This is an optimization exercise on Yosys and OpenROAD, whose aim is small area, not a production implementation.
Where RTL was checked, it was by simulation tests only, not by an equivalence proof against the original.
No functional check of the RTL was part of run 4.
In every run shown here, the design's own scripts or RTL, not TritonCTS, make the clock network.
The clock port is modelled as an ideal driver, which makes a skipped or thinned clock tree look cheaper than it is; a real chip needs a root buffer or a tree.
Power is estimated from default activity; no workload was simulated.

**flow/abc_f4.script**
```
strash
&get -n
&dc2
&dc2
&put
dch -f
amap -F 5
topo
```
**flow/pre_cts.tcl**
```tcl
# Clock buffering in place of TritonCTS: the flip-flops' clock pins are split
# by position into GROUPS balanced clusters (k-means), each driven by one
# clock buffer (BUF) that the clock port drives.
rename clock_tree_synthesis __cts_orig
proc clock_tree_synthesis {args} {
  set GROUPS 4
  set BUF sky130_fd_sc_hd__clkbuf_8
  set block [ord::get_db_block]
  set dbu [$block getDbUnitsPerMicron]
  set sinks {}
  foreach pin [get_pins -of_objects [get_nets clk]] {
    set iterm [sta::sta_to_db_pin $pin]
    if {$iterm == "NULL" || $iterm == ""} continue
    set bbox [[$iterm getInst] getBBox]
    lappend sinks [list [expr {([$bbox xMin] + [$bbox xMax]) / 2}] [expr {([$bbox yMin] + [$bbox yMax]) / 2}] $pin]
  }
  set n [llength $sinks]
  # balanced k-means: GROUPS clusters of (nearly) equal size, seeded by
  # stripes along x, refined by assigning sinks to the nearest center with
  # spare room
  set byx [lsort -integer -index 0 $sinks]
  set cap [expr {($n + $GROUPS - 1) / $GROUPS}]
  set glist {}
  for {set g 0} {$g < $GROUPS} {incr g} {
    lappend glist [lrange $byx [expr {$g * $n / $GROUPS}] [expr {($g + 1) * $n / $GROUPS - 1}]]
  }
  for {set it 0} {$it < 20} {incr it} {
    set cs {}
    foreach grp $glist {
      set sx 0; set sy 0
      foreach s $grp { set sx [expr {$sx + [lindex $s 0]}]; set sy [expr {$sy + [lindex $s 1]}] }
      lappend cs [list [expr {double($sx) / [llength $grp]}] [expr {double($sy) / [llength $grp]}]]
    }
    # all (distance, sink, group) pairs, nearest first
    set pairs {}
    set si 0
    foreach s $sinks {
      for {set g 0} {$g < $GROUPS} {incr g} {
        set c [lindex $cs $g]
        lappend pairs [list [expr {abs([lindex $s 0] - [lindex $c 0]) + abs([lindex $s 1] - [lindex $c 1])}] $si $g]
      }
      incr si
    }
    set pairs [lsort -real -index 0 $pairs]
    set done {}
    set cnt {}
    for {set g 0} {$g < $GROUPS} {incr g} { lappend cnt 0 }
    set new {}
    for {set g 0} {$g < $GROUPS} {incr g} { lappend new {} }
    foreach p $pairs {
      set si [lindex $p 1]; set g [lindex $p 2]
      if {[dict exists $done $si] || [lindex $cnt $g] >= $cap} continue
      dict set done $si 1
      lset cnt $g [expr {[lindex $cnt $g] + 1}]
      lset new $g [concat [lindex $new $g] [list [lindex $sinks $si]]]
    }
    set glist $new
  }
  set groups [llength $glist]
  puts "manual clock buffering: $n sinks in $groups groups"
  for {set g 0} {$g < $groups} {incr g} {
    set grp [lindex $glist $g]
    if {[llength $grp] == 0} continue
    set sx 0; set sy 0; set pins {}
    foreach s $grp {
      set sx [expr {$sx + [lindex $s 0]}]; set sy [expr {$sy + [lindex $s 1]}]
      lappend pins [lindex $s 2]
    }
    set cx [expr {double($sx) / [llength $grp] / $dbu}]
    set cy [expr {double($sy) / [llength $grp] / $dbu}]
    puts "  group $g: [llength $grp] sinks, buffer at $cx $cy"
    insert_buffer -buffer_cell $BUF -net clk -load_pins $pins \
      -location [list $cx $cy] -buffer_name clkbuf_m$g -net_name clknet_m$g
  }
  global_connect
  foreach nn [$block getNets] {
    if {[string match clknet_m* [$nn getName]] || [$nn getName] == "clk"} { $nn setSigType CLOCK }
  }
}
```
**flow/abc_e3.script**
```
strash
dch
amap -F 5
topo
```
**flow/abc_c1.script**
```
strash
ifraig
scorr
dc2
dch -f
amap
strash
dch -f
amap
topo
```
**config.mk**
```make
export PLATFORM = sky130hd
export DESIGN_NAME = DisplayModule
export DESIGN_NICKNAME = DisplayModule
export VERILOG_FILES = /design/flow/design.v
export SDC_FILE = /design/flow/constraint.sdc
export NUM_CORES = 4
export LEC_CHECK = 0
export CAP_MARGIN = 20
export CORE_MARGIN = 2
export CORE_UTILIZATION = 65
export PLACE_DENSITY = 0.8
export SLEW_MARGIN = 20
```
**constraint.sdc**
```tcl
create_clock -name core_clock -period 10.0 [get_ports {clk}]
set_input_delay 2.0000 -clock core_clock [delete_from_list [all_inputs] [get_ports {clk}]]
set_output_delay 2.0000 -clock core_clock [all_outputs]
set_load 0.01 [all_outputs]
```
**flow/run.sh**
```bash
#!/bin/bash
# Own layout flow: the standard flow (standard.sh), with these changes:
#  - the combinational logic is mapped with several area-oriented ABC scripts
#    (flow/abc_*.script, by flow/abc_pick.tcl) and the smallest mapping is
#    kept, in place of ORFS's speed script; the flip-flops come from the
#    unchanged standard synthesis steps (dfflibmap runs before abc);
#  - the port buffers are the smallest buffer cell;
#  - the clock is buffered by flow/pre_cts.tcl (a few clock buffers, each
#    driving the flip-flops of one region) in place of TritonCTS.
# Each tool's output goes to a log file in this folder.
set -euo pipefail
W=$(pwd)
# synthesis script: synth_recipe.tcl with abc wrapped by abc_pick.tcl
{
  head -n 1 synth_recipe.tcl
  echo "set ::ABC_PICK_SCRIPTS [lsort [glob $W/flow/abc_*.script]]"
  echo "source $W/flow/abc_pick.tcl"
  tail -n +2 synth_recipe.tcl
} > own_synth.tcl
sed -e "s#SYNTH_SCRIPT=[^ ]*#SYNTH_SCRIPT=$W/own_synth.tcl#" \
    -e "s#CLKGATE_MAP_FILE= #CLKGATE_MAP_FILE= 'BUFFER_PORTS_ARGS=-buffer_cell sky130_fd_sc_hd__buf_1' PRE_CTS_TCL=$W/flow/pre_cts.tcl #" \
    standard.sh > own_standard.sh
bash own_standard.sh > flow_make.log 2>&1
```
**design.v**
```verilog
`timescale 1ns / 1ps
module DisplayModule(
    input clk,
    input rst,
    input buttonU,
    input buttonL,
    input buttonR,
    input buttonD,
    input sw0,
    input sw1,
    output [3:0] an,
    output [6:0] sev_seg,
    output dp
    );
    reg p2, m3a, m3b;
    always @(posedge clk) begin
        p2  <= ~(rst | p2);
        m3a <= ~(rst | m3a | m3b);
        m3b <= ~rst & m3a;
    end
    reg [4:0] m23;
    wire m23_ph22 = ((m23 & 5'h16) == 5'h14);
    always @(posedge clk)
        if (rst | m23_ph22) m23 <= 5'h0;
        else m23 <= {~m23[3:0], m23[4] ^ m23[1]};
    reg [9:0] m547;
    wire m547_ph546 = ((m547 & 10'h13f) == 10'h0);
    wire m547_ph2 = ((m547 & 10'h2af) == 10'h82);
    always @(posedge clk)
        if (rst | m547_ph546) m547 <= 10'h124;
        else m547 <= {~m547[8:0], m547[9] ^ m547[6]};
    reg [11:0] m2731;
    wire m2731_ph2730 = ((m2731 & 12'hf5f) == 12'h0);
    always @(posedge clk)
        if (rst | m2731_ph2730) m2731 <= 12'hc9;
        else m2731 <= {~m2731[10:0], m2731[11] ^ m2731[0]};
    reg [14:0] sec;
    wire sec_low = (sec[13:0] == 14'h1555);
    wire sec_zero = sec_low & sec[14];
    always @(posedge clk)
        if (rst) sec <= 15'h5555;
        else sec <= {~sec[13:0], sec[14] ^ sec[13] ^ sec_low};
    wire k2mod6 = m3b & ~p2;
    wire e240 = k2mod6 & m23_ph22;
    wire e30  = ~p2 & m547_ph546;
    wire p30  = p2 & m547_ph2;
    wire e2   = k2mod6 & m2731_ph2730;
    wire div0 = sec_zero;
    wire [3:0] b = {buttonU, buttonL, buttonR, buttonD};
    reg [3:0] s0, s1, ed;
    always @(posedge clk) begin
        if (rst) s0 <= 4'b0;
        else if (e30) s0 <= b;
    end
    always @(posedge clk) begin
        if (e30) begin
            s1 <= s0; ed <= s0 & ~s1;
        end
    end
    wire [3:0] pulse = p30 ? ed : 4'b0;
    reg [1:0] swd;
    always @(posedge clk) begin
        if (rst) swd <= 2'b0;
        else swd <= {swd[0], sw0 | sw1};
    end
    wire load = (|pulse) | swd[1];
    function [4:0] fwd(input [4:0] j); fwd = {j[3:0], ~j[4]}; endfunction
    function [4:0] bwd(input [4:0] j); bwd = {~j[0], j[4:1]}; endfunction
    reg [4:0] j0, j1, j2, j3;    
    wire z0 = ~j0[4] & ~j0[0], z1 = ~j1[4] & ~j1[0], z2 = ~j2[4] & ~j2[0], z3 = ~j3[4] & ~j3[0];
    wire qz = z0 & z1 & z2 & z3;
    wire swr = sw0 | sw1;
    wire K = rst | (load & swr);               
    wire A = load & ~swr & ~rst;               
    wire sU = pulse[3] & ~pulse[2] & ~pulse[1] & ~pulse[0];
    wire sL = ~pulse[3] & pulse[2] & ~pulse[1] & ~pulse[0];
    wire sR = ~pulse[3] & ~pulse[2] & pulse[1] & ~pulse[0];
    wire sD = ~pulse[3] & ~pulse[2] & ~pulse[1] & pulse[0];
    wire t9 = j1[4] & ~j1[3], t_ge2 = j1[1] | j1[4], t_ge5 = j1[4];
    wire c1 = (sU & t9) | (sL & t_ge2) | (sD & t_ge5);
    wire h9 = j2[4] & ~j2[3], h8 = j2[3] & ~j2[2], h_ge8 = j2[4] & ~j2[2], h_ge5 = j2[4], h4 = j2[3] & ~j2[4];
    wire c2 = (sU & c1 & h9) | (sL & (h9 | (h8 & c1))) | (sR & h_ge8) | (sD & (h_ge5 | (h4 & c1)));
    wire sat = c2 & j3[4] & ~j3[3];
    wire As = A & ~sat;
    wire N = A & sat;                          
    wire M0 = div0 & ~qz & ~load & ~rst;       
    wire M1 = M0 & z0, M2 = M1 & z1, M3 = M2 & z2;
    wire U1 = As & sU, L1 = As & sL, D1 = As & sD;
    wire H1 = As & ((sU & c1) | (sL & ~c1)), H2 = As & ((sL & c1) | sR);
    wire H5 = As & sD & ~c1, H6 = As & sD & c1;
    wire T1 = As & c2;
    wire K5 = load & sw1 & ~sw0 & ~rst, K1 = load & sw0 & ~sw1 & ~rst;
    wire k0 = ~(K | N | M0);
    wire k1 = ~(K | N | M1 | U1 | L1 | D1);
    wire k2 = ~(K | N | M2 | H1 | H2 | H5 | H6);
    wire k3 = ~(K | M3 | T1);
    wire [4:0] nine = 5'b10000;
    always @(posedge clk) begin
        j0 <= ({5{k0}} & j0) | ({5{N}} & nine) | ({5{M0}} & bwd(j0)) | {5{K5}};
        j1 <= ({5{k1}} & j1) | ({5{N}} & nine) | ({5{M1}} & bwd(j1)) | ({5{U1}} & fwd(j1))
            | ({5{L1}} & bwd(bwd(j1))) | ({5{D1}} & ~j1) | {4'b0, K1};
        j2 <= ({5{k2}} & j2) | ({5{N}} & nine) | ({5{M2}} & bwd(j2)) | ({5{H1}} & fwd(j2))
            | ({5{H2}} & fwd(fwd(j2))) | ({5{H5}} & ~j2) | ({5{H6}} & fwd(~j2)) | {3'b0, K5, K5};
        j3 <= ({5{k3}} & j3) | ({5{M3}} & bwd(j3)) | ({5{T1}} & fwd(j3));
    end
    reg [1:0] g;
    reg [3:0] dig;
    wire gs0 = g[1] & ~g[0], gs1 = ~g[1] & ~g[0], gs2 = ~g[1] & g[0], gs3 = g[1] & g[0];
    wire [4:0] nj = ({5{gs0}} & j0) | ({5{gs1}} & j1) | ({5{gs2}} & j2) | ({5{gs3}} & j3);
    wire [3:0] nc;       
    assign nc[0] = ~nj[1] | (nj[3] & ~nj[4]);
    assign nc[1] = (nj[1] & nj[3]) | (~nj[2] & nj[4]);
    assign nc[2] = ~nj[0] | (nj[1] & ~nj[2]);
    assign nc[3] = (~nj[0] & ~nj[4]) | (~nj[2] & nj[3]);
    wire load_dig = e240 & ~rst;
    wire keep = ~e240 & ~rst;
    always @(posedge clk) begin
        if (rst) g <= 2'b10;
        else if (e240) g <= {g[0], ~g[1]};
        dig <= ({4{load_dig}} & nc) | ({4{keep}} & dig) | {rst, rst, 2'b0};
    end
    wire started = ~dig[3] | dig[0];
    assign dp = started;
    assign an[0] = started & (g[1] | g[0]);
    assign an[1] = started & (g[1] | ~g[0]);
    assign an[2] = started & ~(g[1] & g[0]);
    assign an[3] = started & ~(g[1] & ~g[0]);
    wire [3:0] q = dig;
    wire [6:0] hx;
    assign hx[0] = q[0] & ~q[1];
    assign hx[1] = ~q[1] & ~q[3];
    assign hx[2] = ~q[2] | (q[0] & ~q[3]);
    assign hx[3] = q[0] & ~q[3];
    assign hx[4] = ~q[0] & ~q[1] & q[2] & ~q[3];
    assign hx[5] = ~q[0] & q[1];
    assign hx[6] = q[0] & ~q[2];
    reg blink;
    always @(posedge clk) begin
        if (rst) blink <= 1'b0;
        else if (e2) blink <= qz & ~blink;
    end
    wire odd0 = (~j0[3] & j0[4]) | (j0[0] & ~j0[1]) | (~j0[1] & j0[2]) | (j0[0] & j0[4]) | (j0[2] & ~j0[3]);
    wire flash = odd0 & ~j2[1] & ~j2[4] & z3 & ~load;
    assign sev_seg = hx | {7{flash | blink}};
endmodule
```
**flow/abc_b3.script**
```
strash
ifraig
scorr
dc2
dch -f
amap
topo
```
**flow/abc_pick.tcl**
```tcl
# Wraps yosys's abc: maps the combinational logic with each ABC script in
# ABC_PICK_SCRIPTS and keeps the mapping with the smallest cell area. The
# flip-flops are already mapped when abc runs and abc leaves them alone.
proc abc {args} {
  set i [lsearch $args -script]
  set lib [lindex $args [expr {[lsearch $args -liberty] + 1}]]
  yosys design -save abc_pick_before
  set best_area -1
  set best_script ""
  foreach script $::ABC_PICK_SCRIPTS {
    yosys design -load abc_pick_before
    yosys abc {*}[lreplace $args [expr {$i + 1}] [expr {$i + 1}] $script]
    set stat [yosys tee -q -s result.string stat -liberty $lib]
    if {![regexp {Chip area for module '[^']*': ([0-9.]+)} $stat -> area]} { continue }
    puts "abc_pick: $script area $area"
    if {$best_area < 0 || $area < $best_area} { set best_area $area; set best_script $script }
  }
  puts "abc_pick: using $best_script (area $best_area)"
  yosys design -load abc_pick_before
  yosys abc {*}[lreplace $args [expr {$i + 1}] [expr {$i + 1}] $best_script]
}
```
**flow/abc_e2.script**
```
strash
dch -f
amap -F 3
topo
```
**flow/abc_b8.script**
```
strash
dch -f
map -a
amap
topo
```
**flow/abc_d6.script**
```
strash
dch -f
amap -F 5
topo
```
**standard.sh**
```bash
#!/bin/bash
# synth_recipe.tcl (not shown) runs the flow's synth.tcl, then flattens the netlist and writes it again
# the make line also repeats each setting of config.mk as NAME=value (left out here)
make -C /OpenROAD-flow-scripts/flow DESIGN_CONFIG=/design/flow/config.mk WORK_HOME=/design/flow/orfs CLKGATE_MAP_FILE= SYNTH_SCRIPT=/design/flow/synth_recipe.tcl "${@:-finish}"
```
**flow/abc_f1.script**
```
strash
&get -n
&deepsyn -T 30
&put
dch -f
amap -F 5
topo
```
**flow/abc_e4.script**
```
strash
dch -f
amap -F 5
strash
dch -f
amap -F 5
topo
```
**flow/abc_c7.script**
```
strash
ifraig
scorr
dc2
dch -f
amap -F 5
topo
```
**flow/abc_a5.script**
```
strash
dch -f
amap
topo
dnsize -c
```
**flow/abc_e1.script**
```
strash
dch -f
amap -F 10 -A 10
topo
```
==> metrics.md, run 1 <==
| Metric | Value |
|---|---|
| Sequential fraction of the synthesis area | 0.5430 |
| Worst min path class | register to register |
| Post-synth design cell area | about 0.0033 mm^2 |
| Effective utilization at floorplan | 0.6623 |
| Commonest non-fill, non-tap cell in the layout | dfxtp_1 |
| Fraction of registers with async set/reset | 0 |
| Minimum clock period | 4435 ps |
| Delay of the slowest critical-path stage | about 520 ps |
| GR Util met3 | 0.01455 |
| Detailed-route wire length | 6.582 mm |
| Startpoint class of the critical path | primary input |
| Layout area overhead | 6.674% |
| Top library cells by usage in the layout, fill and taps aside | 78 x dfxtp_1, 65 x nor2_1, 55 x clkinv_1 |
| Pwr dens | 180.1 mW/mm^2 |
| Relative slew slack | 0.6025 |
| Setup repair after global routing missed its margin | false |
| Total vias in the final route | 2768 |
| Met1 routing resource usage after global routing | 0.3461 |
| WL per Instance | 13.86 um |
| Number of placement rows | 26 |
| Post-synth EDFFs | 8 |
| Simple-gate area share of the yosys netlist | 0.2014 |
| Final setup TNS | 0 ps |
| Worst IR drop on VDD | 0.1740 mV |
| Total Die Area | 0.005693 mm^2 |
| Final Hold Violating Endpoints | 0 |
| Final-layout fill cell count | 423 |
| DP HPWL | 4.999 mm |
| Synthesis warning total | 1 |
| Multiplexer share of the synthesized area | 0 |
| Post-place instance area | 0.003485 mm^2 |
| GR Overflow Total | 0 |
| Hold bufs inserted after CTS | 0 |
| Type of destination of the critical path | register |
| Number of nets still failing antenna checks after routing | 0 |
| Initial drt markers | 191 |
| Count of pins on the block boundary | 20 |
| Area share of xor/xnor cells in the synthesized design | 0 |
| Post-route cell area | around 0.0035 mm^2 |
| Top cells by area in the synthesized netlist | dfxtp_1 47%, nor2_1 7.4%, edfxtp_1 7.2%, clkinv_1 6.2%, o21ai_0 3.9% |
| Number of standard cells in the final layout excluding fillers | roughly 480 |
| Data required time at the worst endpoint | 10070 ps |
| Vertical die dimension | between 70 and 80 um |
| Skew final | 11.24 ps |
| Transition time at the pin with the least slew margin | 591.7 ps |
| Synth Area per Inst | 8.709 um^2 |
| Biggest area consumer among synthesized cells | dfxtp_1 |
| Leakage power | 1.228 nW |
| Met2 layer usage reported by global route | 0.3845 |
| Predominant post-synthesis flop cell | dfxtp_1 |
| Yosys reg bits | 86 |
| Placed Cells | 471 |
| Top-area cell type share of the netlist area | 0.4706 |
| Hold slack | 378.5 ps |
| Overall power after layout | 637.4 uW |
| Count of endpoints failing setup in the final report | 0 |
| Critical Path AT | ~4500 ps |
| Die width | between 70 and 80 um |
| Register clock-pin slew on the reported worst setup and hold paths | 120 ps |
| GRT Overall Usage | 0.2352 |
| Area fraction in compound gates after synthesis | 0.1934 |
| Max-cap violations | 0 |
| Combinational family with the most area after synthesis | simple AND/OR/NAND/NOR gates |
| Core Region | 0.005010 mm^2 |
| Kind of critical path | primary input to register |
| Worst Setup Slack post-DPL | 5389 ps |
| Fraction of layout instances using a drive strength above 1 | 0.01235 |
| First-pass GRT wire length | 10.80 mm |
| Final number of max-transition violations | 0 |
| Net count, final | between 400 and 500 |
| Ant. Diodes | 0 |
| Placer Congestion | about 0.95 |
| End-of-flow core utilization | 0.7065 |
| Count of buffers from port buffering | 19 |
| Unique masters post-synth | 32 |
| GRT Max-Usage Layer | met2 |
| Cell-by-cell listing of the critical path | buf_1 > buf_4 > clkinv_1 > nand2_1 > or3_1 > nor2_1 > clkinv_1 > nor3_1 > nor3_1 > a222oi_1 > clkinv_1 |
| Critical Path Slowest Stage Cell | nor3_1 |
| Fmax | roughly 230 MHz |
| Initial antenna violation count | 0 |
| Setup WS post-layout | around 5600 ps |
| Number of global-route vias before repair | 2417 |
| Adder-Cell Fraction of Synth Area | 0 |
| Post-synthesis net count | 389 |
| CP Max Fanout | 22 |
| Cell repeated most along the worst path | clkinv_1 |
| DRC violation count after routing | 0 |
| Slack of the worst reg-to-reg path | 6340 ps |
| Insertion delay of the later-clocked pin in the worst-skew pair | 180 ps |
| Number of cells upsized or downsized after cts | 0 |
| Post-CTS Setup Bufs | 0 |
| Synthesized instance count | 381 |
| Drt via density | 5.827 |
| Outcome | no timing/DRC/antenna violations |
| Pin count of the biggest net entering global routing | 23 |
| Number of iterations in the first detailed-routing pass | 5 |
| Part of the cycle the worst path needs | 0.4435 |
[final timing paths]
kind              cells after the start     start  endpoint
hold reg to reg                       1  m2731[5]  m2731[6]
setup / recovery                     11       rst     j3[0]
hold / removal                        1  m2731[5]  m2731[6]
setup reg to reg                     17        p2     j2[1]
[critical path: cells and delay by family]
family	cells	cell delay, ps
AO/OA/AOI/OAI	1	330
buffers and inverters	5	780
AND/OR/NAND/NOR	5	1400
[synth_stat cells (all sizes together), types with 5 or more instances]
master and n:
a211oi 8, a21oi 8, a221oi 5, a222oi 8, a22oi 5, clkinv 55, dfxtp 78, edfxtp 8
nand2 25, nand3 8, nand4 5, nor2 65, nor2b 8, nor3 18, o21ai 26, o221ai 8
o22ai 16, or3 5
[final cells by class, clock buffers not listed]
class / count / area [um^2] / area share
flip-flops and latches: 86 / 1802 / 0.5090
multi-input cells: 240 / 1310 / 0.3701
inverters: 55 / 206.4 / 0.05832
well taps: 70 / 87.58 / 0.02474
repair buffers: 20 / 78.83 / 0.02227
[metal layers]
metal	part of all wire	up-vias	routed length (um)
li1	-	1412	-
met1	0.47	1263	3119
met2	0.47	75	3067
met3	0.040	18	266
met4	0.020	0	129
met5	0	-	0
[kinds of logic (layout without fill, tap and decap cells)]
kind of cell / after synthesis / after routing
flip-flops: 86 / 86
AND/OR/NAND/NOR: 147 / 147
AO/OA/AOI/OAI: 93 / 93
buffers and inverters: 55 / 79
[where the power goes]
group	internal [mW]	switching, mW
registers	0.369	0.0206
logic	0.0439	0.0850
clock network	0.0376	0.0815
[registers in the layout (all words and copies together), names as in the netlist, 5 cells and up]
signal  flops
m23         5
m2731      12
sec        15
m547       10
j3          5
j1          5
j2          5
j0          5
==> inputs of run 2 (changes only) <==
--- a/flow/run.sh
+++ b/flow/run.sh
@@ -5,7 +5,7 @@
 #    kept, in place of ORFS's speed script; the flip-flops come from the
 #    unchanged standard synthesis steps (dfflibmap runs before abc);
 #  - the port buffers are the smallest buffer cell;
-#  - the clock is buffered by flow/pre_cts.tcl (a few clock buffers, each
+#  - the clock is buffered by flow/pre_cts.tcl (three clock buffers, each
 #    driving the flip-flops of one region) in place of TritonCTS.
 # Each tool's output goes to a log file in this folder.
 set -euo pipefail
--- a/flow/pre_cts.tcl
+++ b/flow/pre_cts.tcl
@@ -3,8 +3,8 @@
 # clock buffer (BUF) that the clock port drives.
 rename clock_tree_synthesis __cts_orig
 proc clock_tree_synthesis {args} {
-  set GROUPS 4
-  set BUF sky130_fd_sc_hd__clkbuf_8
+  set GROUPS 3
+  set BUF sky130_fd_sc_hd__clkbuf_16
   set block [ord::get_db_block]
   set dbu [$block getDbUnitsPerMicron]
   set sinks {}
--- a/config.mk
+++ b/config.mk
@@ -7,6 +7,5 @@
 export LEC_CHECK = 0
 export CAP_MARGIN = 20
 export CORE_MARGIN = 2
-export CORE_UTILIZATION = 65
-export PLACE_DENSITY = 0.8
+export CORE_UTILIZATION = 40
 export SLEW_MARGIN = 20
==> metrics.md, run 2 <==
| Metric | Value |
|---|---|
| Ant. Diodes | 0 (unchanged) |
| Final setup TNS | 0 ps (unchanged) |
| GR Overflow Total | 0 (unchanged) |
| Register clock-pin slew on the reported worst setup and hold paths | 110 ps (was 120 ps) |
| Flip-flop count of the largest register after layout | 15 (unchanged) |
| Commonest non-fill, non-tap cell in the layout | dfxtp_1 (unchanged) |
| Effective utilization at floorplan | 0.4079 (was 0.6623) |
| Drt via density | 5.340 (was 5.827) |
| Insertion delay of the later-clocked pin in the worst-skew pair | 170 ps (was 180 ps) |
| Kind of critical path | primary input to register (unchanged) |
| Relative slew slack | 0.5620 (was 0.6025) |
| End-of-flow core utilization | 0.4430 (was 0.7065) |
| Top library cells by usage in the layout, fill and taps aside | 78 x dfxtp_1, 65 x nor2_1, 55 x clkinv_1 (unchanged) |
| Pwr dens | 182.0 mW/mm^2 (was 180.1 mW/mm^2) |
| Pin count of the biggest net entering global routing | 30 (was 23) |
| Slack of the worst reg-to-reg path | 6280 ps (was 6340 ps) |
| Number of nets still failing antenna checks after routing | 0 (unchanged) |
| Sequential fraction of the synthesis area | 0.5430 (unchanged) |
| Predominant post-synthesis flop cell | dfxtp_1 (unchanged) |
| Total Die Area | 0.009040 mm^2 (was 0.005693 mm^2) |
| Worst reg2reg endpoint | j3[0] (was j2[1]) |
| Minimum clock period | 4526 ps (was 4435 ps) |
| Fraction of layout instances using a drive strength above 1 | 0.009901 (was 0.01235) |
| Detailed-route wire length | 6.831 mm (was 6.582 mm) |
| Post-synthesis net count | 389 (unchanged) |
| Placer Congestion | 0.9294 (was 0.9474) |
| Net count, final | 414 (was 415) |
| Type of destination of the critical path | register (unchanged) |
| End of the worst hold path | m2731[6] (unchanged) |
| Yosys reg bits | 86 (unchanged) |
| Count of pins on the block boundary | 20 (unchanged) |
| Biggest area consumer among synthesized cells | dfxtp_1 (unchanged) |
| CP Max Fanout | 22 (unchanged) |
| Reg with most FFs | sec (unchanged) |
| Startpoint of the most critical register-to-register path | p2 (unchanged) |
| First-pass GRT wire length | 11.56 mm (was 10.80 mm) |
| Critical Path AT | 4590 ps (was 4510 ps) |
| Post-CTS Setup Bufs | 0 (unchanged) |
| Worst IR drop on VDD | 0.1337 mV (was 0.1740 mV) |
| Synthesized instance count | 381 (unchanged) |
| Number of placement rows | 33 (was 26) |
| GRT Overall Usage | 0.1526 (was 0.2352) |
| Worst min path class | register to register (unchanged) |
| Die width | 95.08 um (was 75.45 um) |
| Data required time at the worst endpoint | 10060 ps (was 10070 ps) |
| Post-synth design cell area | 0.003318 mm^2 (unchanged) |
| Origin of the worst min-delay path | m2731[5] (unchanged) |
| Number of iterations in the first detailed-routing pass | 7 (was 5) |
| DP HPWL | 5.158 mm (was 4.999 mm) |
| Fmax | 220.9 MHz (was 225.5 MHz) |
| Most frequent cells after synthesis | 78 x dfxtp_1, 65 x nor2_1, 55 x clkinv_1, 26 x o21ai_0, 25 x nand2_1 (unchanged) |
| Layout area overhead | 8.597% (was 6.674%) |
| Final Hold Violating Endpoints | 0 (unchanged) |
| Synth Area per Inst | 8.709 um^2 (unchanged) |
| Transition time at the pin with the least slew margin | 650.9 ps (was 591.7 ps) |
| DRC violation count after routing | 0 (unchanged) |
| Largest registers ranked by flip-flop count | sec x15, m2731 x12, m547 x10 (unchanged) |
| WL per Instance | 13.42 um (was 13.86 um) |
| Vertical die dimension | 95.08 um (was 75.45 um) |
| Unique masters post-synth | 32 (unchanged) |
| Worst Setup Slack post-DPL | 5333 ps (was 5389 ps) |
| Top-area cell type share of the netlist area | 0.4706 (unchanged) |
| Setup WS post-layout | 5474 ps (was 5565 ps) |
| Count of buffers from port buffering | 19 (unchanged) |
| Outcome | no timing/DRC/antenna violations (unchanged) |
| Most frequently used cell type in the post-synthesis netlist | dfxtp_1 (unchanged) |
| Top cells by area in the synthesized netlist | dfxtp_1 47%, nor2_1 7.4%, edfxtp_1 7.2%, clkinv_1 6.2%, o21ai_0 3.9% (unchanged) |
| Depth of the worst hold-timing path | 1 (unchanged) |
| Leakage power | 1.236 nW (was 1.228 nW) |
| Post-place instance area | 0.003528 mm^2 (was 0.003485 mm^2) |
| Total vias in the final route | 2718 (was 2768) |
| Fraction of registers with async set/reset | 0 (unchanged) |
| Post-synth EDFFs | 8 (unchanged) |
| Number of cells upsized or downsized after cts | 0 (unchanged) |
| Initial drt markers | 215 (was 191) |
| Initial antenna violation count | 0 (unchanged) |
| Synthesis warning total | 1 (unchanged) |
| Skew final | 11.45 ps (was 11.24 ps) |
| Startpoint class of the critical path | primary input (unchanged) |
| Max-cap violations | 0 (unchanged) |
| Part of the cycle the worst path needs | 0.4526 (was 0.4435) |
| Final number of max-transition violations | 0 (unchanged) |
| Number of global-route vias before repair | 2561 (was 2417) |
| Hold bufs inserted after CTS | 0 (unchanged) |
| Setup repair after global routing missed its margin | false (unchanged) |
| Count of endpoints failing setup in the final report | 0 (unchanged) |
| Post-route cell area | 0.003603 mm^2 (was 0.003540 mm^2) |
| Cells on worst reg2reg path | 14 (was 17) |
| Core Region | 0.008134 mm^2 (was 0.005010 mm^2) |
run 2: cell count changes in the layout (fill, tap and decap cells not counted), sizes merged:
cell / change
clkbuf: -1
run 2: metrics by stage:
stage	hold WS, ps	total power [mW]	instances
final	378.6	0.6559	509
after global routing	402.7	0.6940	509
after CTS	358.1	0.6304	509
after detailed placement	358.1	0.5229	506
after global placement	351.3	0.5205	506
after floorplan	343.4	0.4811	381
run 2: worst max-delay path, stage by stage:
cell and delay (ps):
buf_1 70, buf_4 200, clkinv_1 230, nand2_1 100, or3_1 410, nor2_1 180, clkinv_1 190, nor3_1 550
nor3_1 220, a222oi_1 340, clkinv_1 100
run 2: logic make-up after synthesis:
family          share of synthesized area
simple gates                       0.2014
buf+inv                           0.06222
compound gates                     0.1934
flops                              0.5430
run 2: metal layers:
layer,global-route usage,wire (um),up-vias
met5,0,0,-
li1,-,-,1413
met1,0.2135,3406,1260
met4,0.02174,80,0
met2,0.2670,3170,39
met3,0.007905,173,6
run 2: area by class of cell, clock buffers not listed:
cell class,count,area [um^2]
Fill cell,804,4531
Tap cell,105,131.4
Sequential cell,86,1802
Timing Repair Buffer,20,78.83
Multi-Input combinational cell,240,1310
Inverter,55,206.4
run 2: worst max path at each step:
stage,start,end,slack (ps),depth (start not counted)
final,rst,j3[0],5470,11
after floorplan,rst,j3[1],6050,9
after global placement,rst,j3[3],5440,11
after CTS,rst,j3[0],5320,11
after detailed placement,rst,j3[0],5330,11
after global routing,p2,sev_seg[2],5170,11
run 2: power by group:
group,leakage [nW],switching (mW),internal (mW)
Sequential,0.714,0.0194,0.369
Clock,0.0370,0.0837,0.0556
Combinational,0.486,0.0845,0.0440
Total,1.24,0.188,0.468
==> inputs of run 3 (changes only) <==
==> flow/abc_g2.script (new file) <==
strash
dch -f
amap -F 10 -A 10
strash
dch -f
amap -F 10 -A 10
topo
==> flow/abc_g5.script (new file) <==
strash
&get -n
&dc2
&put
dch -f
amap -F 5
strash
dch -f
amap -F 5
topo
==> flow/abc_g6.script (new file) <==
strash
dch -f
amap -F 5
strash
dch
amap -F 5
topo
==> metrics.md, run 3 <==
| Metric | Value |
|---|---|
| Transition time at the pin with the least slew margin | 954.2 ps (was 650.9 ps) |
| Fraction of layout instances using a drive strength above 1 | 0.01008 (was 0.009901) |
| Insertion delay of the later-clocked pin in the worst-skew pair | 170 ps (about the same) |
| Area fraction in compound gates after synthesis | 0.1961 (was 0.1934) |
| Synthesis warning total | 1 (unchanged) |
| Count of buffers from port buffering | 19 (unchanged) |
| Startpoint class of the critical path | primary input (unchanged) |
| Initial antenna violation count | 0 (unchanged) |
| Placer Congestion | 0.8677 (was 0.9294) |
| Setup repair after global routing missed its margin | false (unchanged) |
| Count of endpoints failing setup in the final report | 0 (unchanged) |
| Top library cells by usage in the layout, fill and taps aside | 78 x dfxtp_1, 63 x nor2_1, 49 x clkinv_1 (was 78 x dfxtp_1, 65 x nor2_1, 55 x clkinv_1) |
| Relative slew slack | 0.3625 (was 0.5620) |
| Number of placement rows | 33 (unchanged) |
| Type of destination of the critical path | register (unchanged) |
| Combinational family with the most area after synthesis | simple AND/OR/NAND/NOR gates (unchanged) |
| Pwr dens | 182.9 mW/mm^2 (was 182.0 mW/mm^2) |
| GR Overflow Total | 0 (unchanged) |
| Commonest non-fill, non-tap cell in the layout | dfxtp_1 (unchanged) |
| Fraction of registers with async set/reset | 0 (unchanged) |
| Part of the cycle the worst path needs | 0.4461 (was 0.4526) |
| Multiplexer share of the synthesized area | 0 (unchanged) |
| Met2 layer usage reported by global route | 0.2476 (was 0.2670) |
| Post-route cell area | 0.003585 mm^2 (was 0.003603 mm^2) |
| Synth Area per Inst | 8.822 um^2 (was 8.709 um^2) |
| Top cells by area in the synthesized netlist | dfxtp_1 47%, edfxtp_1 7.3%, nor2_1 7.2%, clkinv_1 5.6%, o21ai_0 3.9% (was dfxtp_1 47%, nor2_1 7.4%, edfxtp_1 7.2%, clkinv_1 6.2%, o21ai_0 3.9%) |
| Initial drt markers | 221 (was 215) |
| Core Region | 0.008093 mm^2 (was 0.008134 mm^2) |
| Detailed-route wire length | 6.587 mm (was 6.831 mm) |
| Hold slack | 383.3 ps (was 378.6 ps) |
| Register clock-pin slew on the reported worst setup and hold paths | 110 ps (about the same) |
| Unique masters post-synth | 32 (unchanged) |
| Count of pins on the block boundary | 20 (unchanged) |
| Predominant post-synthesis flop cell | dfxtp_1 (unchanged) |
| Simple-gate area share of the yosys netlist | 0.2021 (was 0.2014) |
| Kind of critical path | primary input to register (unchanged) |
| Met1 routing resource usage after global routing | 0.2136 (was 0.2135) |
| Total vias in the final route | 2694 (was 2718) |
| Fmax | 224.1 MHz (was 220.9 MHz) |
| Largest registers ranked by flip-flop count | sec x15, m2731 x12, m547 x10 (unchanged) |
| Total Die Area | 0.008991 mm^2 (was 0.009040 mm^2) |
| Layout area overhead | 8.646% (was 8.597%) |
| Critical Path AT | 4520 ps (was 4590 ps) |
| Biggest area consumer among synthesized cells | dfxtp_1 (unchanged) |
| Worst min path class | register to register (unchanged) |
| Delay of the slowest critical-path stage | 300 ps (was 550 ps) |
| Hold bufs inserted after CTS | 0 (unchanged) |
| Leakage power | 1.226 nW (was 1.236 nW) |
| Vertical die dimension | 94.82 um (was 95.08 um) |
| Data required time at the worst endpoint | 10060 ps (about the same) |
| Synthesized instance count | 374 (was 381) |
| Number of standard cells in the final layout excluding fillers | 502 (was 509) |
| Most frequently used cell type in the post-synthesis netlist | dfxtp_1 (unchanged) |
| Top-area cell type share of the netlist area | 0.4733 (was 0.4706) |
| Number of cells upsized or downsized after cts | 0 (unchanged) |
| Die width | 94.82 um (was 95.08 um) |
| Final number of max-transition violations | 0 (unchanged) |
| Flip-flop count of the largest register after layout | 15 (unchanged) |
| Final Hold Violating Endpoints | 0 (unchanged) |
| Skew final | 12.85 ps (was 11.45 ps) |
| First-pass GRT wire length | 11.21 mm (was 11.56 mm) |
| Post-synth design cell area | 0.003299 mm^2 (was 0.003318 mm^2) |
| Adder-Cell Fraction of Synth Area | 0 (unchanged) |
| Area share of xor/xnor cells in the synthesized design | 0 (unchanged) |
| Sequential fraction of the synthesis area | 0.5461 (was 0.5430) |
| Net count, final | 407 (was 414) |
| CP Max Fanout | 25 (was 22) |
| Max-cap violations | 0 (unchanged) |
| Depth of the worst hold-timing path | 1 (unchanged) |
| Worst IR drop on VDD | 0.1051 mV (was 0.1337 mV) |
| Final-layout fill cell count | 848 (was 804) |
| Ant. Diodes | 0 (unchanged) |
| Yosys reg bits | 86 (unchanged) |
| Number of iterations in the first detailed-routing pass | 5 (was 7) |
| DP HPWL | 4.962 mm (was 5.158 mm) |
| Most frequent cells after synthesis | 78 x dfxtp_1, 63 x nor2_1, 49 x clkinv_1, 26 x o21ai_0, 23 x nand2_1 (was 78 x dfxtp_1, 65 x nor2_1, 55 x clkinv_1, 26 x o21ai_0, 25 x nand2_1) |
| Post-place instance area | 0.003510 mm^2 (was 0.003528 mm^2) |
| Minimum clock period | 4461 ps (was 4526 ps) |
| GR Util met3 | 0.01038 (was 0.007905) |
| Final setup TNS | 0 ps (unchanged) |
| Number of global-route vias before repair | 2460 (was 2561) |
| DRC violation count after routing | 0 (unchanged) |
| Cells on worst reg2reg path | 19 (was 14) |
| Drt via density | 5.367 (was 5.340) |
| Post-CTS Setup Bufs | 0 (unchanged) |
| Pin count of the biggest net entering global routing | 30 (unchanged) |
| Outcome | no timing/DRC/antenna violations (unchanged) |
| Post-synthesis net count | 382 (was 389) |
| Reg with most FFs | sec (unchanged) |
| Critical Path Slowest Stage Cell | a222oi_1 (was nor3_1) |
| WL per Instance | 13.12 um (was 13.42 um) |
| Slack of the worst reg-to-reg path | 6240 ps (was 6280 ps) |
| Post-synth EDFFs | 8 (unchanged) |
| Cell-by-cell listing of the critical path | buf_1 > buf_4 > nor2_1 > nand3_1 > clkinv_1 > nand2_1 > nor2_1 > clkinv_1 > nor3_1 > nand2_1 > nor2_1 > nor3_1 > a222oi_1 > clkinv_1 (was buf_1 > buf_4 > clkinv_1 > nand2_1 > or3_1 > nor2_1 > clkinv_1 > nor3_1 > nor3_1 > a222oi_1 > clkinv_1) |
| GRT Overall Usage | 0.1487 (was 0.1526) |
| Effective utilization at floorplan | 0.4077 (was 0.4079) |
| GRT Max-Usage Layer | met2 (unchanged) |
| Number of nets still failing antenna checks after routing | 0 (unchanged) |
| Placed Cells | 499 (was 506) |
==> run 3: changes by cell type after synthesis, moves of 3 or more <==
cell and delta:
clkinv_1 -6, a211oi_1 -4, a221oi_1 +4, a222oi_1 -3, nand2b_1 +3, o22a_1 +3
==> run 3: final timing paths <==
check	startpoint	to
worst max-delay path	rst	j3[1]
worst min-delay path	m547[4]	m547[5]
worst max register to register	p2	j3[1]
worst min register to register	m547[4]	m547[5]
==> run 3: stage by stage <==
step / setup WS, ps / power (mW) / utilization
final: 5539 / 0.6558 / 0.4430
after global routing: 5278 / 0.6926 / 0.4430
after CTS: 5379 / 0.6321 / 0.4430
after detailed placement: 5412 / 0.5247 / 0.4337
after global placement: 5555 / 0.5253 / 0.4337
after floorplan: 6108 / 0.4837 / -
==> run 3: worst max-delay path, delay by kind of cell <==
family                 cells  cell delay [ps]
AOI/OAI and AO/OA          1              300
and+or+nand+nor            8             1550
buffers and inverters      5              640
==> run 3: power breakdown <==
| group | switching, mW | total [mW] | internal [mW] |
|---|---|---|---|
| clock network | 0.0818 | 0.137 | 0.0555 |
| registers | 0.0234 | 0.394 | 0.370 |
| logic | 0.0807 | 0.125 | 0.0441 |
==> run 3: layout make-up, clock buffers not listed <==
type / instances / area [um^2] / share of cell area
inverters: 49 / 183.9 / 0.05131
multi-input cells: 239 / 1314 / 0.3665
flip-flops and latches: 86 / 1802 / 0.5026
well taps: 105 / 131.4 / 0.03665
repair buffers: 20 / 78.83 / 0.02199
==> run 3: cells by family after synthesis <==
family,after synthesis
AND/OR/NAND/NOR,145
AO/OA/AOI/OAI,94
flip-flops,86
buffers and inverters,49
==> run 3: metal layers <==
metal	vias up	part of all wire	routed length (um)
li1	1389	-	-
met1	1245	0.51	3366
met2	51	0.44	2893
met3	9	0.034	226
met4	0	0.015	101
met5	-	0	0
==> inputs of run 4 (changes only) <==
--- a/design.v
+++ b/design.v
@@ -47,16 +47,17 @@
     wire e2   = k2mod6 & m2731_ph2730;
     wire div0 = sec_zero;
     wire [3:0] b = {buttonU, buttonL, buttonR, buttonD};
-    reg [3:0] s0, s1, ed;
+    reg [3:0] s0, s1, s2;
     always @(posedge clk) begin
         if (rst) s0 <= 4'b0;
         else if (e30) s0 <= b;
     end
     always @(posedge clk) begin
         if (e30) begin
-            s1 <= s0; ed <= s0 & ~s1;
+            s1 <= s0; s2 <= s1;
         end
     end
+    wire [3:0] ed = s1 & ~s2;            
     wire [3:0] pulse = p30 ? ed : 4'b0;
     reg [1:0] swd;
     always @(posedge clk) begin
==> metrics.md, run 4 <==
| Metric | Value |
|---|---|
| Outcome | no timing/DRC/antenna violations (unchanged) |
| Setup repair after global routing missed its margin | false (unchanged) |
| Fmax | 175.7 MHz (was 224.1 MHz) |
| Hold bufs inserted after CTS | 0 (unchanged) |
| Vertical die dimension | 94.84 um (was 94.82 um) |
| Type of destination of the critical path | register (unchanged) |
| Depth of the worst hold-timing path | 1 (unchanged) |
| Insertion delay of the later-clocked pin in the worst-skew pair | 180 ps (was 170 ps) |
| Flip-flop count of the largest register after layout | 15 (unchanged) |
| Final setup TNS | 0 ps (unchanged) |
| Number of nets still failing antenna checks after routing | 0 (unchanged) |
| DP HPWL | 4.901 mm (was 4.962 mm) |
| Placer Congestion | 0.9219 (was 0.8677) |
| Post-synth EDFFs | 8 (unchanged) |
| Fraction of registers with async set/reset | 0 (unchanged) |
| Post-place instance area | 0.003511 mm^2 (was 0.003510 mm^2) |
| Count of pins on the block boundary | 20 (unchanged) |
| Unique masters post-synth | 33 (was 32) |
| Number of cells upsized or downsized after cts | 0 (unchanged) |
| Final Hold Violating Endpoints | 0 (unchanged) |
| Post-synth design cell area | 0.003301 mm^2 (was 0.003299 mm^2) |
| Setup WS post-layout | 4308 ps (was 5539 ps) |
| Commonest non-fill, non-tap cell in the layout | dfxtp_1 (unchanged) |
| End-of-flow core utilization | 0.4431 (was 0.4430) |
| Critical Path AT | 5760 ps (was 4520 ps) |
| Startpoint of the most critical register-to-register path | sec[13] (was p2) |
| Origin of the worst min-delay path | m23[2] (was m547[4]) |
| Data required time at the worst endpoint | 10070 ps (was 10060 ps) |
| Most frequently used cell type in the post-synthesis netlist | dfxtp_1 (unchanged) |
| Largest registers ranked by flip-flop count | sec x15, m2731 x12, m547 x10 (unchanged) |
| Worst reg2reg endpoint | j3[3] (was j3[1]) |
| Number of global-route vias before repair | 2397 (was 2460) |
| Worst IR drop on VDD | 0.1124 mV (was 0.1051 mV) |
| Final-layout fill cell count | 822 (was 848) |
| Cells on worst reg2reg path | 14 (was 19) |
| Worst Setup Slack post-DPL | 4207 ps (was 5412 ps) |
| Net count, final | 394 (was 407) |
| Synthesis warning total | 1 (unchanged) |
| Drt via density | 5.450 (was 5.367) |
| Count of endpoints failing setup in the final report | 0 (unchanged) |
| Ant. Diodes | 0 (unchanged) |
| Post-route cell area | 0.003586 mm^2 (was 0.003585 mm^2) |
| Skew final | 21.13 ps (was 12.85 ps) |
| Total vias in the final route | 2665 (was 2694) |
| Number of placement rows | 33 (unchanged) |
| GRT Overall Usage | 0.1467 (was 0.1487) |
| Max-cap violations | 0 (unchanged) |
| End of the worst hold path | m23[3] (was m547[5]) |
| Worst min path class | register to register (unchanged) |
| Startpoint class of the critical path | primary input (unchanged) |
| Register clock-pin slew on the reported worst setup and hold paths | 120 ps (was 110 ps) |
| Initial antenna violation count | 0 (unchanged) |
| Post-synthesis net count | 369 (was 382) |
| Most frequent cells after synthesis | 78 x dfxtp_1, 63 x nor2_1, 61 x clkinv_1, 18 x o21ai_0, 15 x or2_0 (was 78 x dfxtp_1, 63 x nor2_1, 49 x clkinv_1, 26 x o21ai_0, 23 x nand2_1) |
| Predominant post-synthesis flop cell | dfxtp_1 (unchanged) |
| Fraction of layout instances using a drive strength above 1 | 0.01042 (was 0.01008) |
| Combined area of the multi-input logic cells | 0.001270 mm^2 (was 0.001314 mm^2) |
| Initial drt markers | 184 (was 221) |
| Part of the cycle the worst path needs | 0.5692 (was 0.4461) |
| Pwr dens | 166.9 mW/mm^2 (was 182.9 mW/mm^2) |
| Number of iterations in the first detailed-routing pass | 6 (was 5) |
| Relative slew slack | 0.5172 (was 0.3625) |
| Leakage power | 1.252 nW (was 1.226 nW) |
| Sequential fraction of the synthesis area | 0.5459 (was 0.5461) |
| GR Overflow Total | 0 (unchanged) |
| WL per Instance | 13.28 um (was 13.12 um) |
| Final number of max-transition violations | 0 (unchanged) |
| Top cells by area in the synthesized netlist | dfxtp_1 47%, edfxtp_1 7.3%, nor2_1 7.2%, clkinv_1 6.9%, a222oi_1 3.9% (was dfxtp_1 47%, edfxtp_1 7.3%, nor2_1 7.2%, clkinv_1 5.6%, o21ai_0 3.9%) |
| Synthesized instance count | 361 (was 374) |
| CP Max Fanout | 33 (was 25) |
| DRC violation count after routing | 0 (unchanged) |
| Minimum clock period | 5692 ps (was 4461 ps) |
| Total Die Area | 0.008995 mm^2 (was 0.008991 mm^2) |
| Layout area overhead | 8.643% (was 8.646%) |
| Top library cells by usage in the layout, fill and taps aside | 78 x dfxtp_1, 63 x nor2_1, 61 x clkinv_1 (was 78 x dfxtp_1, 63 x nor2_1, 49 x clkinv_1) |
| Top-area cell type share of the netlist area | 0.4731 (was 0.4733) |
| Post-CTS Setup Bufs | 0 (unchanged) |
| Transition time at the pin with the least slew margin | 721.5 ps (was 954.2 ps) |
| Kind of critical path | primary input to register (unchanged) |
| Yosys reg bits | 86 (unchanged) |
| Slack of the worst reg-to-reg path | 5370 ps (was 6240 ps) |
| Die width | 94.84 um (was 94.82 um) |
| Pin count of the biggest net entering global routing | 34 (was 30) |
| Synth Area per Inst | 9.143 um^2 (was 8.822 um^2) |
| Core Region | 0.008093 mm^2 (unchanged) |
| Biggest area consumer among synthesized cells | dfxtp_1 (unchanged) |
| Footprint of the flip-flops and latches | 0.001802 mm^2 (unchanged) |
| Reg with most FFs | sec (unchanged) |
| First-pass GRT wire length | 11.03 mm (was 11.21 mm) |
| Count of buffers from port buffering | 19 (unchanged) |
| Effective utilization at floorplan | 0.4079 (was 0.4077) |
| Hold slack | 382.0 ps (was 383.3 ps) |
| Detailed-route wire length | 6.492 mm (was 6.587 mm) |
run 4: logic make-up after synthesis:
family	after synthesis	synth area share
AO/OA/AOI/OAI	90	0.2032
AND/OR/NAND/NOR	124	0.1816
buffers and inverters	61	0.06937
flip-flops	86	0.5459
run 4: worst max-delay path: stages:
cell and delay [ps]:
buf_1 70, buf_4 210, a311o_1 350, nor4_1 330, clkinv_1 270, nor3_1 420
clkinv_1 230, nor3_1 430, clkinv_1 220, nor3_1 520, nor3_1 200, a222oi_1 410
clkinv_1 100
run 4: per-layer routing:
layer / vias to the layer above / global-route usage / routed length [um]
li1: 1354 / - / -
met1: 1246 / 0.2065 / 3127
met4: 0 / 0.02174 / 116
met3: 11 / 0.007981 / 205
met2: 54 / 0.2541 / 3042
met5: - / 0 / 0
run 4: cell type report, clock buffers not listed:
cell class,instances,share of cell area
Timing Repair Buffer,20,0.02198
Tap cell,105,0.03664
Multi-Input combinational cell,214,0.3542
Inverter,61,0.06385
Sequential cell,86,0.5024
run 4: how the worst max path moves through the flow:
stage / start / to / slack (ps) / depth (start not counted)
2_1_floorplan: rst / j3[0] / 5030 / 11
3_5_place_dp: rst / j3[0] / 4210 / 13
3_3_place_gp: rst / j3[2] / 4340 / 13
4_1_cts: rst / j3[0] / 4210 / 13
5_1_grt: rst / j3[0] / 3790 / 13
6_report: rst / j3[3] / 4310 / 13
run 4: through the flow:
| stage | cells | total power, mW |
|---|---|---|
| 6_report | 489 | 0.5985 |
| 5_1_grt | 489 | 0.6276 |
| 4_1_cts | 489 | 0.5704 |
| 3_5_place_dp | 486 | 0.4631 |
| 3_3_place_gp | 486 | 0.4626 |
| 2_1_floorplan | 361 | 0.4374 |
run 4: where the power goes:
| part | leakage [nW] | switching [mW] | internal [mW] |
|---|---|---|---|
| combinational | 0.483 | 0.0487 | 0.0272 |
| clock | 0.0370 | 0.0865 | 0.0557 |
| sequential | 0.732 | 0.0156 | 0.365 |
| total | 1.25 | 0.151 | 0.448 |
==> inputs of run 5 (changes only) <==
--- a/design.v
+++ b/design.v
@@ -47,24 +47,29 @@
     wire e2   = k2mod6 & m2731_ph2730;
     wire div0 = sec_zero;
     wire [3:0] b = {buttonU, buttonL, buttonR, buttonD};
-    reg [3:0] s0, s1, s2;
+    reg [3:0] s0, s1;
+    reg ev; reg [1:0] ei;
+    wire [3:0] E = s0 & ~s1;
+    wire one = (E == 4'b1000) | (E == 4'b0100) | (E == 4'b0010) | (E == 4'b0001);
     always @(posedge clk) begin
         if (rst) s0 <= 4'b0;
         else if (e30) s0 <= b;
     end
     always @(posedge clk) begin
         if (e30) begin
-            s1 <= s0; s2 <= s1;
+            s1 <= s0;
+            ev <= one;
+            ei <= {one & (E[1] | E[0]), (one & (E[2] | E[0])) | (~one & (|E))};
         end
     end
-    wire [3:0] ed = s1 & ~s2;            
-    wire [3:0] pulse = p30 ? ed : 4'b0;
+    wire pv = p30 & ev;
+    wire pany = p30 & (ev | ei[0]);
     reg [1:0] swd;
     always @(posedge clk) begin
         if (rst) swd <= 2'b0;
         else swd <= {swd[0], sw0 | sw1};
     end
-    wire load = (|pulse) | swd[1];
+    wire load = pany | swd[1];
     function [4:0] fwd(input [4:0] j); fwd = {j[3:0], ~j[4]}; endfunction
     function [4:0] bwd(input [4:0] j); bwd = {~j[0], j[4:1]}; endfunction
     reg [4:0] j0, j1, j2, j3;    
@@ -73,10 +78,10 @@
     wire swr = sw0 | sw1;
     wire K = rst | (load & swr);               
     wire A = load & ~swr & ~rst;               
-    wire sU = pulse[3] & ~pulse[2] & ~pulse[1] & ~pulse[0];
-    wire sL = ~pulse[3] & pulse[2] & ~pulse[1] & ~pulse[0];
-    wire sR = ~pulse[3] & ~pulse[2] & pulse[1] & ~pulse[0];
-    wire sD = ~pulse[3] & ~pulse[2] & ~pulse[1] & pulse[0];
+    wire sU = pv & ~ei[1] & ~ei[0];
+    wire sL = pv & ~ei[1] & ei[0];
+    wire sR = pv & ei[1] & ~ei[0];
+    wire sD = pv & ei[1] & ei[0];
     wire t9 = j1[4] & ~j1[3], t_ge2 = j1[1] | j1[4], t_ge5 = j1[4];
     wire c1 = (sU & t9) | (sL & t_ge2) | (sD & t_ge5);
     wire h9 = j2[4] & ~j2[3], h8 = j2[3] & ~j2[2], h_ge8 = j2[4] & ~j2[2], h_ge5 = j2[4], h4 = j2[3] & ~j2[4];
==> metrics.md, run 5 <==
| Metric | Value |
|---|---|
| Minimum clock period | 4391 ps (was 5692 ps) |
| Setup repair after global routing missed its margin | false (unchanged) |
| Biggest area consumer among synthesized cells | dfxtp_1 (unchanged) |
| Drt via density | 5.424 (was 5.450) |
| Largest registers ranked by flip-flop count | sec x15, m2731 x12, m547 x10 (unchanged) |
| Switching power share of the total | 0.2810 (was 0.2520) |
| First-pass GRT wire length | 11.89 mm (was 11.03 mm) |
| Final-layout fill cell count | 845 (was 822) |
| Critical Path Slowest Stage Cell | nor3_1 (unchanged) |
| Proportion of power drawn by the clock network | 0.218 (was 0.238) |
| Fmax | 227.7 MHz (was 175.7 MHz) |
| Post-synthesis net count | 387 (was 369) |
| Internal portion of total power | 458.6 uW (was 447.6 uW) |
| Number of logic stages on the critical path including buffering | 9 (was 13) |
| Final number of max-transition violations | 0 (unchanged) |
| Commonest non-fill, non-tap cell in the layout | dfxtp_1 (unchanged) |
| Max-cap violations | 0 (unchanged) |
| Pin count of the biggest net entering global routing | 30 (was 34) |
| Vertical die dimension | 94.72 um (was 94.84 um) |
| Post-synth design cell area | 0.003292 mm^2 (was 0.003301 mm^2) |
| Relative slew slack | 0.5535 (was 0.5172) |
| Number of iterations in the first detailed-routing pass | 6 (unchanged) |
| Top-area cell type share of the netlist area | 0.4743 (was 0.4731) |
| Overall power after layout | 637.8 uW (was 598.5 uW) |
| Total vias in the final route | 2750 (was 2665) |
| Data required time at the worst endpoint | 10050 ps (was 10070 ps) |
| Initial drt markers | 144 (was 184) |
| Delay of the slowest critical-path stage | 600 ps (was 520 ps) |
| Number of placement rows | 33 (unchanged) |
| Unique masters post-synth | 35 (was 33) |
| Startpoint class of the critical path | primary input (unchanged) |
| Final setup TNS | 0 ps (unchanged) |
| Most frequent cells after synthesis | 78 x dfxtp_1, 72 x nor2_1, 54 x clkinv_1, 28 x o21ai_0, 26 x nand2_1 (was 78 x dfxtp_1, 63 x nor2_1, 61 x clkinv_1, 18 x o21ai_0, 15 x or2_0) |
| Pwr dens | 178.3 mW/mm^2 (was 166.9 mW/mm^2) |
| Number of cells upsized or downsized after cts | 0 (unchanged) |
| Hold bufs inserted after CTS | 0 (unchanged) |
| Top cells by area in the synthesized netlist | dfxtp_1 47%, nor2_1 8.2%, edfxtp_1 6.4%, clkinv_1 6.2%, o21ai_0 4.3% (was dfxtp_1 47%, edfxtp_1 7.3%, nor2_1 7.2%, clkinv_1 6.9%, a222oi_1 3.9%) |
| Outcome | no timing/DRC/antenna violations (unchanged) |
| Detailed-route wire length | 6.782 mm (was 6.492 mm) |
| Number of global-route vias before repair | 2635 (was 2397) |
| Predominant post-synthesis flop cell | dfxtp_1 (unchanged) |
| Post-synth EDFFs | 7 (was 8) |
| Count of buffers from port buffering | 19 (unchanged) |
| Top library cells by usage in the layout, fill and taps aside | 78 x dfxtp_1, 72 x nor2_1, 54 x clkinv_1 (was 78 x dfxtp_1, 63 x nor2_1, 61 x clkinv_1) |
| Total net switching power | 179.2 uW (was 150.8 uW) |
| WL per Instance | 13.38 um (was 13.28 um) |
| Leakage power | 1.221 nW (was 1.252 nW) |
| Number of nets still failing antenna checks after routing | 0 (unchanged) |
| DP HPWL | 5.146 mm (was 4.901 mm) |
| Sequential fraction of the synthesis area | 0.5382 (was 0.5459) |
| Sequential share of power | 0.603 (was 0.635) |
| Buffering stage count on the worst path with inverters included | 4 (was 6) |
| Count of endpoints failing setup in the final report | 0 (unchanged) |
| Relative contribution of combinational cells to total power | 0.179 (was 0.127) |
| Skew final | 10.14 ps (was 21.13 ps) |
| Cells on worst reg2reg path | 20 (was 14) |
| Insertion delay of the later-clocked pin in the worst-skew pair | 170 ps (was 180 ps) |
| GRT Overall Usage | 0.1567 (was 0.1467) |
| Synth Area per Inst | 8.686 um^2 (was 9.143 um^2) |
| Flip-flop count of the largest register after layout | 15 (unchanged) |
| Die width | 94.72 um (was 94.84 um) |
| Post-CTS Setup Bufs | 0 (unchanged) |
| CP Max Fanout | 23 (was 33) |
| Reg with most FFs | sec (unchanged) |
| Most frequently used cell type in the post-synthesis netlist | dfxtp_1 (unchanged) |
| Cell-by-cell listing of the critical path | buf_1 > buf_4 > clkinv_1 > nand4_1 > or2_0 > nor3_1 > nor3_1 > a222oi_1 > clkinv_1 (was buf_1 > buf_4 > a311o_1 > nor4_1 > clkinv_1 > nor3_1 > clkinv_1 > nor3_1 > clkinv_1 > nor3_1 > nor3_1 > a222oi_1 > clkinv_1) |
| Register clock-pin slew on the reported worst setup and hold paths | 100 ps (was 120 ps) |
| GR Overflow Total | 0 (unchanged) |
| Kind of critical path | primary input to register (unchanged) |
| Ant. Diodes | 0 (unchanged) |
| Worst IR drop on VDD | 0.1089 mV (was 0.1124 mV) |
| Part of the cycle the worst path needs | 0.4391 (was 0.5692) |
| Fraction of layout instances using a drive strength above 1 | 0.009950 (was 0.01042) |
| Critical Path AT | 4440 ps (was 5760 ps) |
| Yosys reg bits | 85 (was 86) |
| Initial antenna violation count | 0 (unchanged) |
| Count of pins on the block boundary | 20 (unchanged) |
| DRC violation count after routing | 0 (unchanged) |
| Type of destination of the critical path | register (unchanged) |
| Depth of the worst hold-timing path | 1 (unchanged) |
| Crit-path leading delay family | simple AND/OR/NAND/NOR gates (unchanged) |
| Core Region | 0.008093 mm^2 (unchanged) |
| Transition time at the pin with the least slew margin | 652.9 ps (was 721.5 ps) |
| Layout area overhead | 8.666% (was 8.643%) |
| Total Die Area | 0.008972 mm^2 (was 0.008995 mm^2) |
| Net count, final | 412 (was 394) |
| Synthesized instance count | 379 (was 361) |
| Fraction of registers with async set/reset | 0 (unchanged) |
| Effective utilization at floorplan | 0.4068 (was 0.4079) |
| Placer Congestion | 0.9070 (was 0.9219) |
| Synthesis warning total | 1 (unchanged) |
| Final Hold Violating Endpoints | 0 (unchanged) |
| Worst min path class | register to register (unchanged) |
run 5: cell count changes after synthesis, sizes merged, moves of 4 or more:
cell    delta
nand2     +19
o21ai     +10
nor2       +9
or2        -9
clkinv     -7
a21oi      +4
a222oi     -4
a22oi      +4
a32o       -4
o21a       -4
or4        -4
run 5: area by class of cell, clock buffers not listed:
| type | count | area, um^2 | share of cell area |
|---|---|---|---|
| timing repair buffer | 20 | 78.83 | 0.02204 |
| inverter | 54 | 202.7 | 0.05666 |
| sequential | 85 | 1772 | 0.4953 |
| multi-input combinational | 240 | 1318 | 0.3683 |
| tap | 105 | 131.4 | 0.03673 |
run 5: power by group through the flow:
stage                     clock, mW  combinational [mW]  sequential (mW)
after floorplan                   0              0.0815            0.385
after global placement            0               0.113            0.392
after detailed placement          0               0.114            0.392
after CTS                     0.106               0.115            0.392
after global routing          0.154               0.132            0.387
final                         0.139               0.114            0.384
run 5: cell families (layout without fill, tap and decap cells):
| group | after synthesis | after routing | synth area share |
|---|---|---|---|
| buffers and inverters | 54 | 77 | 0.06157 |
| DFF | 85 | 85 | 0.5382 |
| AOI/OAI and AO/OA | 98 | 98 | 0.2045 |
| and+or+nand+nor | 142 | 142 | 0.1957 |
run 5: stage by stage:
stage	cell area [um^2]	utilization	cells	setup WS, ps	hold slack, ps
5_1_grt	3577	0.4420	507	5126	390.2
3_5_place_dp	3502	0.4327	504	5496	355.7
2_1_floorplan	3292	-	379	6250	343.4
4_1_cts	3577	0.4420	507	5505	355.7
3_3_place_gp	3502	0.4327	504	5618	345.0
6_report	3577	0.4420	507	5609	376.0
run 5: worst reg2reg max path, delay by kind of cell (launching register included):
kind            cells  cell delay (ps)
simple gates       12             1890
compound gates      5             1350
buf+inv             3              540
flops               1              340
run 5: layer usage:
layer,global-route usage,vias up,wire length [um]
li1,-,1401,-
met3,0.01038,16,253
met5,0,-,0
met2,0.2677,62,3035
met4,0.02053,0,99
met1,0.2242,1271,3393
run 5: final timing paths:
check / from / end / slack, ps
setup / recovery: rst / j3[2] / 5610
hold / removal: m2731[5] / m2731[6] / 380
setup reg to reg: m547[1] / j1[4] / 5740
hold reg to reg: m2731[5] / m2731[6] / 380

[separate check: timing with driven ports]
How much do the figures lean on ideal ports? The routed layouts below were timed once more, with nothing changed but the port constraints.
Step 1 sets driving cells, clkbuf_16 on the clock port and buf_2 on the other inputs (assumed; they add their load-dependent delay and slew).
Step 2 adds t to the input delays and takes it off the output delays; t is the mean of the earliest and latest rising clock arrival at the registers after step 1. Input paths then give back, and output paths get back, about the clock's delay inside the block.
a / b / c = ideal / step 1 / step 2; a / b = the first two.
| run | shift t [ns] | slack for setup (ns) | worst slew at a driven data input, ns | pins driven straight from the clock port |
|---|---|---|---|---|
| run 1 | 0.225 | 5.565 / 5.516 / 5.375 | 0.04 | 4 |
| run 2 | 0.224 | 5.474 / 5.430 / 5.292 | 0.03 | 3 |
| run 3 | 0.223 | 5.539 / 5.574 / 5.359 | 0.03 | 3 |
| run 4 | 0.224 | 4.308 / 4.347 / 4.123 | 0.05 | 3 |
| run 5 | 0.224 | 5.609 / 5.649 / 5.426 | 0.03 | 3 |
After both steps every run listed still meets setup and hold. For run 1, which loses most, drivers alone change the setup slack by -0.049 ns; drivers and shift together by -0.190 ns.
